This is an optimization exercise on Yosys and OpenROAD, whose aim is small area, a short achievable clock period and few clock cycles per item, not a production implementation.
Where RTL was checked, it was by simulation tests only, not by an equivalence proof against the original.
Power figures rest on the tool's default switching activity, not on a simulated workload.

// mpadd32_shift
module mpadd32_shift (CLK, RST_N, s_out, a_in, b_in, write, start, ready);
==> module mpadd32_shift, before the edit <==
module mpadd32_shift (CLK, RST_N, s_out, a_in, b_in, write, start, ready);
	input CLK, RST_N;
	input [255:0] a_in, b_in;
	input write, start;
	output [256:0] s_out;
	output ready;
	localparam K  = 8;
	localparam NB = 256 / K;
	reg [255:0]  q;
	reg [NB-1:0] g;      
	reg [NB-1:0] p;      
	reg          cout;
	reg          ready;
	assign s_out = {cout, q};
	genvar j, i;
	localparam L = 5;   
	wire [NB-1:0] pg [0:L];
	wire [NB-1:0] pp [0:L];
	assign pg[0] = g;
	assign pp[0] = p;
	generate
		for (j = 0; j < L; j = j + 1) begin : lvl
			for (i = 0; i < NB; i = i + 1) begin : node
				if ((i >> j) & 1) begin : comb
					localparam integer S = ((i >> j) << j) - 1;
					assign pg[j+1][i] = pg[j][i] | (pp[j][i] & pg[j][S]);
					assign pp[j+1][i] = pp[j][i] & pp[j][S];
				end else begin : pass
					assign pg[j+1][i] = pg[j][i];
					assign pp[j+1][i] = pp[j][i];
				end
			end
		end
	endgenerate
	wire [NB:0] c = {pg[L], 1'b0} & {(NB+1){start}};
	wire [255:0] t;
	generate
		for (j = 0; j < NB; j = j + 1) begin : inc
			for (i = 0; i < K; i = i + 1) begin : bit_
				if (j == 0) begin : first
					assign t[i] = 1'b0;
				end else if (i == 0) begin : lsb
					assign t[j*K] = c[j];
				end else begin : up
					assign t[j*K+i] = c[j] & (&q[j*K +: i]);
				end
			end
		end
	endgenerate
	wire [255:0]  ws;
	wire [NB-1:0] wg;
	wire [NB-1:0] wp;
	generate
		for (j = 0; j < NB; j = j + 1) begin : add
			assign wp[j] = &(a_in[j*K +: K] ^ b_in[j*K +: K]);
			assign {wg[j], ws[j*K +: K]} = {1'b0, a_in[j*K +: K]} + {1'b0, b_in[j*K +: K]};
		end
	endgenerate
	always @(posedge CLK) begin
		q    <= write ? ws : q ^ t;
		g    <= write ? wg : (start ? {NB{1'b0}} : g);
		if (write)
			p <= wp;
		cout <= write ? 1'b0 : cout | c[NB];
		if (~RST_N)
			ready <= 1'b0;
		else
			ready <= start;
	end
endmodule
clock: 5.0 ns
lec_check: 0
cap_margin: 20
core_margin: 2
core_utilization: 40
setup_slack_margin: 2.5
slew_margin: 20
standard.sh (not shown) runs the stock make flow with config.mk's settings and CLKGATE_MAP_FILE= SYNTH_SCRIPT=/design/flow/synth_recipe.tcl, a recipe that flattens the netlist after the stock synthesis.
==> flow/flow/run.sh <==
#!/bin/bash
# The standard layout, with the port buffers made from buf_1 cells
# instead of the default delay buffers.
set -euo pipefail
export BUFFER_PORTS_ARGS="-buffer_cell sky130_fd_sc_hd__buf_1"
bash standard.sh > standard.log 2>&1
The starting point ran to the end with no violations.
Next try:
--- a/flow/design.v
+++ b/flow/design.v
@@ -5,18 +5,18 @@
 	input write, start;
 	output [256:0] s_out;
 	output ready;
 	localparam K  = 8;
 	localparam NB = 256 / K;
+	localparam L  = 5;   
 	reg [255:0]  q;
 	reg [NB-1:0] g;      
 	reg [NB-1:0] p;      
 	reg          cout;
 	reg          ready;
 	assign s_out = {cout, q};
 	genvar j, i;
-	localparam L = 5;   
 	wire [NB-1:0] pg [0:L];
 	wire [NB-1:0] pp [0:L];
 	assign pg[0] = g;
 	assign pp[0] = p;
 	generate
@@ -31,11 +31,11 @@
 					assign pp[j+1][i] = pp[j][i];
 				end
 			end
 		end
 	endgenerate
-	wire [NB:0] c = {pg[L], 1'b0} & {(NB+1){start}};
+	wire [NB:0] c = {pg[L], 1'b0};
 	wire [255:0] t;
 	generate
 		for (j = 0; j < NB; j = j + 1) begin : inc
 			for (i = 0; i < K; i = i + 1) begin : bit_
 				if (j == 0) begin : first
@@ -51,20 +51,20 @@
 	wire [255:0]  ws;
 	wire [NB-1:0] wg;
 	wire [NB-1:0] wp;
 	generate
 		for (j = 0; j < NB; j = j + 1) begin : add
+			assign {wg[j], ws[j*K +: K]} = {1'b0, a_in[j*K +: K]} + {1'b0, b_in[j*K +: K]};
 			assign wp[j] = &(a_in[j*K +: K] ^ b_in[j*K +: K]);
-			assign {wg[j], ws[j*K +: K]} = {1'b0, a_in[j*K +: K]} + {1'b0, b_in[j*K +: K]};
 		end
 	endgenerate
 	always @(posedge CLK) begin
 		q    <= write ? ws : q ^ t;
-		g    <= write ? wg : (start ? {NB{1'b0}} : g);
+		g    <= write ? wg : {NB{1'b0}};
+		cout <= write ? 1'b0 : cout | c[NB];
 		if (write)
 			p <= wp;
-		cout <= write ? 1'b0 : cout | c[NB];
 		if (~RST_N)
 			ready <= 1'b0;
 		else
 			ready <= start;
 	end
Clock power fell by about 3%; global-route usage fell by 0.43 points; hold slack gets worse by 62 ps; count of clock-buffer cells in the layout fell by 1; sequential share of layout area rose by 0.56 points; clock skew fell by 8.8 ps; critical path depth fell by 2; register-to-register slack gets worse by 30 ps; die area fell by about 6%; flip-flop and latch count does not change; cell count fell by about 6%; synthesized cell count fell by 5.4%; area after synthesis fell by 5.8%; total power fell by about 2.8%.
Testbench counts after the change, summed over its fixed seeds: cycles 1,032, items 512.
The RTL of the first run of this note was laid out without a check of its function.


The RTL this note starts from:
==> flow/design.v <==
`timescale 1ns/10ps
module mpadd32_shift (CLK, RST_N, s_out, a_in, b_in, write, start, ready);
	input CLK, RST_N;
	input [255:0] a_in, b_in;
	input write, start;
	output [256:0] s_out;
	output ready;
	localparam K  = 8;
	localparam NB = 256 / K;
	reg [255:0]  q;
	reg [NB-1:0] g;      
	reg          cout;
	reg          ready;
	assign s_out = {cout, q};
	wire [NB-1:0] p;
	genvar j, i;
	generate
		for (j = 0; j < NB; j = j + 1) begin : blk
			assign p[j] = &q[j*K +: K];
		end
	endgenerate
	localparam L = 5;   
	wire [NB-1:0] pg [0:L];
	wire [NB-1:0] pp [0:L];
	assign pg[0] = g;
	assign pp[0] = p;
	generate
		for (j = 0; j < L; j = j + 1) begin : lvl
			for (i = 0; i < NB; i = i + 1) begin : node
				if ((i >> j) & 1) begin : comb
					localparam integer S = ((i >> j) << j) - 1;
					assign pg[j+1][i] = pg[j][i] | (pp[j][i] & pg[j][S]);
					assign pp[j+1][i] = pp[j][i] & pp[j][S];
				end else begin : pass
					assign pg[j+1][i] = pg[j][i];
					assign pp[j+1][i] = pp[j][i];
				end
			end
		end
	endgenerate
	wire [NB:0] c = {pg[L], 1'b0} & {(NB+1){start}};
	wire [255:0] t;
	generate
		for (j = 0; j < NB; j = j + 1) begin : inc
			for (i = 0; i < K; i = i + 1) begin : bit_
				if (j == 0) begin : first
					assign t[i] = 1'b0;
				end else if (i == 0) begin : lsb
					assign t[j*K] = c[j];
				end else begin : up
					assign t[j*K+i] = c[j] & (&q[j*K +: i]);
				end
			end
		end
	endgenerate
	wire [255:0]  ws;
	wire [NB-1:0] wg;
	generate
		for (j = 0; j < NB; j = j + 1) begin : add
			assign {wg[j], ws[j*K +: K]} = {1'b0, a_in[j*K +: K]} + {1'b0, b_in[j*K +: K]};
		end
	endgenerate
	always @(posedge CLK) begin
		q    <= write ? ws : q ^ t;
		g    <= write ? wg : (start ? {NB{1'b0}} : g);
		cout <= write ? 1'b0 : cout | c[NB];
		if (~RST_N)
			ready <= 1'b0;
		else
			ready <= start;
	end
endmodule
==> flow/config.mk <==
export PLATFORM = sky130hd
export DESIGN_NAME = mpadd32_shift
export DESIGN_NICKNAME = mpadd32_shift
export VERILOG_FILES = /design/flow/design.v
export SDC_FILE = /design/flow/constraint.sdc
export NUM_CORES = 4
export LEC_CHECK = 0
export CAP_MARGIN = 20
export CORE_MARGIN = 2
export CORE_UTILIZATION = 40
export SLEW_MARGIN = 20
==> flow/constraint.sdc <==
create_clock -name core_clock -period 5.0 [get_ports {CLK}]
set_input_delay 1.0000 -clock core_clock [delete_from_list [all_inputs] [get_ports {CLK}]]
set_output_delay 1.0000 -clock core_clock [all_outputs]
set_load 0.01 [all_outputs]
run.sh (not shown) runs the stock make flow with config.mk's settings and CLKGATE_MAP_FILE= SYNTH_SCRIPT=/design/flow/synth_recipe.tcl, a recipe that flattens the netlist after the stock synthesis.
Stock flow here: none of the scripts above is used.
Testbench counts at the start, summed over its fixed seeds: cycles 1,032, items 512.
Next try:
--- a/flow/design.v
+++ b/flow/design.v
@@ -19,7 +19,7 @@
 			assign p[j] = &q[j*K +: K];
 		end
 	endgenerate
-	localparam L = 5;   
+	localparam L = $clog2(NB);
 	wire [NB-1:0] pg [0:L];
 	wire [NB-1:0] pp [0:L];
 	assign pg[0] = g;
Result: Total power does not change; synthesized area is unchanged; clock-buffer cell count stays the same; sequential power stays flat; hold slack is unchanged; clock skew stays the same; sequential cell count does not change; die area does not change; critical path depth is unchanged; global-route usage stays the same; final area does not change; register-to-register slack hardly moves.
No functional check of the RTL was part of the second run of this note.


RTL: the design.v shown in full above, as it stands there.
==> flow/config.mk <==
export PLATFORM = sky130hd
export DESIGN_NAME = mpadd32_shift
export DESIGN_NICKNAME = mpadd32_shift
export VERILOG_FILES = /design/flow/design.v
export SDC_FILE = /design/flow/constraint.sdc
export NUM_CORES = 4
export LEC_CHECK = 0
export CAP_MARGIN = 20
export CORE_MARGIN = 2
export CORE_UTILIZATION = 40
export SETUP_SLACK_MARGIN = 2.5
export SLEW_MARGIN = 20
==> flow/constraint.sdc <==
create_clock -name core_clock -period 5.0 [get_ports {CLK}]
set_input_delay 1.0000 -clock core_clock [delete_from_list [all_inputs] [get_ports {CLK}]]
set_output_delay 1.0000 -clock core_clock [all_outputs]
set_load 0.01 [all_outputs]
standard.sh (not shown) runs the stock make flow with config.mk's settings and CLKGATE_MAP_FILE= SYNTH_SCRIPT=/design/flow/synth_recipe.tcl, a recipe that flattens the netlist after the stock synthesis.
Scripts as last shown in full above: flow/flow/run.sh
Testbench counts at the start, summed over its fixed seeds: cycles 1,032, items 512.
Next try:
--- a/flow/design.v
+++ b/flow/design.v
@@ -2,27 +2,22 @@
 module mpadd32_shift (CLK, RST_N, s_out, a_in, b_in, write, start, ready);
 	input CLK, RST_N;
 	input [255:0] a_in, b_in;
 	input write, start;
 	output [256:0] s_out;
 	output ready;
-	localparam K  = 8;
+	localparam K  = 16;
 	localparam NB = 256 / K;
 	reg [255:0]  q;
 	reg [NB-1:0] g;      
+	reg [NB-1:0] p;      
 	reg          cout;
 	reg          ready;
 	assign s_out = {cout, q};
-	wire [NB-1:0] p;
 	genvar j, i;
-	generate
-		for (j = 0; j < NB; j = j + 1) begin : blk
-			assign p[j] = &q[j*K +: K];
-		end
-	endgenerate
-	localparam L = 5;   
+	localparam L = 4;   
 	wire [NB-1:0] pg [0:L];
 	wire [NB-1:0] pp [0:L];
 	assign pg[0] = g;
 	assign pp[0] = p;
 	generate
 		for (j = 0; j < L; j = j + 1) begin : lvl
@@ -52,20 +47,24 @@
 				end
 			end
 		end
 	endgenerate
 	wire [255:0]  ws;
 	wire [NB-1:0] wg;
+	wire [NB-1:0] wp;
 	generate
 		for (j = 0; j < NB; j = j + 1) begin : add
+			assign wp[j] = &(a_in[j*K +: K] ^ b_in[j*K +: K]);
 			assign {wg[j], ws[j*K +: K]} = {1'b0, a_in[j*K +: K]} + {1'b0, b_in[j*K +: K]};
 		end
 	endgenerate
 	always @(posedge CLK) begin
 		q    <= write ? ws : q ^ t;
 		g    <= write ? wg : (start ? {NB{1'b0}} : g);
+		if (write)
+			p <= wp;
 		cout <= write ? 1'b0 : cout | c[NB];
 		if (~RST_N)
 			ready <= 1'b0;
 		else
 			ready <= start;
 	end
What happened:
- The new run went through all stages and came out clean
- cell area rises by 5.2%
- hold slack is worse by 0.049 ns
- clock-buffer cell count grows by 5
- worst setup slack is worse by 0.024 ns
- core utilization is about the same
- sequential share of layout area shrinks by 1.5 points
- total power goes up by about 6%
- clock power went up by about 3%
- cell count increases by 6.0%
- register-to-register slack is better by 0.29 ns
- synthesized area grows by 5.4%
- routed wire length came out higher by about 19%
No functional check of the RTL was part of the second run of this note.

## port drivers added, routing unchanged
The results above use ideal ports. As a check the final layouts listed here were re-extracted and re-timed, cells and wires unchanged.
Step 1 assumes that a clkbuf_16 drives the clock port and a buf_2 every other input.
Step 2 also shifts input and output timing later by t, the mid clock arrival at the registers, as if the neighbouring blocks saw the same clock.
Three values: ideal ports, drivers, drivers and shift; two values: the first two.
run | shift t [ns] | slack for setup (ns) | hold WS [ns] | slew at the worst register clock pin (ns) | cell pins on the clock port's net
the first run of note 1 | 0.613 | 2.444 / 2.444 / 1.876 | 0.513 / 0.513 / 0.513 | 0.06 / 0.06 | 1
the second run of note 1 | 0.598 | 2.416 / 2.416 / 2.090 | 0.451 / 0.451 / 0.451 | 0.06 / 0.06 | 1
the first run of note 2 | 0.606 | 1.504 / 1.504 / 1.458 | 0.574 / 0.574 / 0.574 | 0.06 / 0.06 | 1
the second run of note 2 | 0.606 | 1.504 / 1.504 / 1.458 | 0.574 / 0.574 / 0.574 | 0.06 / 0.06 | 1
the first run of note 3 | 0.602 | 2.163 / 2.163 / 1.902 | 0.541 / 0.541 / 0.541 | 0.06 / 0.06 | 1
the second run of note 3 | 0.605 | 2.138 / 2.159 / 1.554 | 0.492 / 0.492 / 0.492 | 0.06 / 0.06 | 1
After both steps setup and hold are still met in every run listed. For the second run of note 3, which loses most, drivers alone change the setup slack by +0.021 ns; drivers and shift together by -0.584 ns.
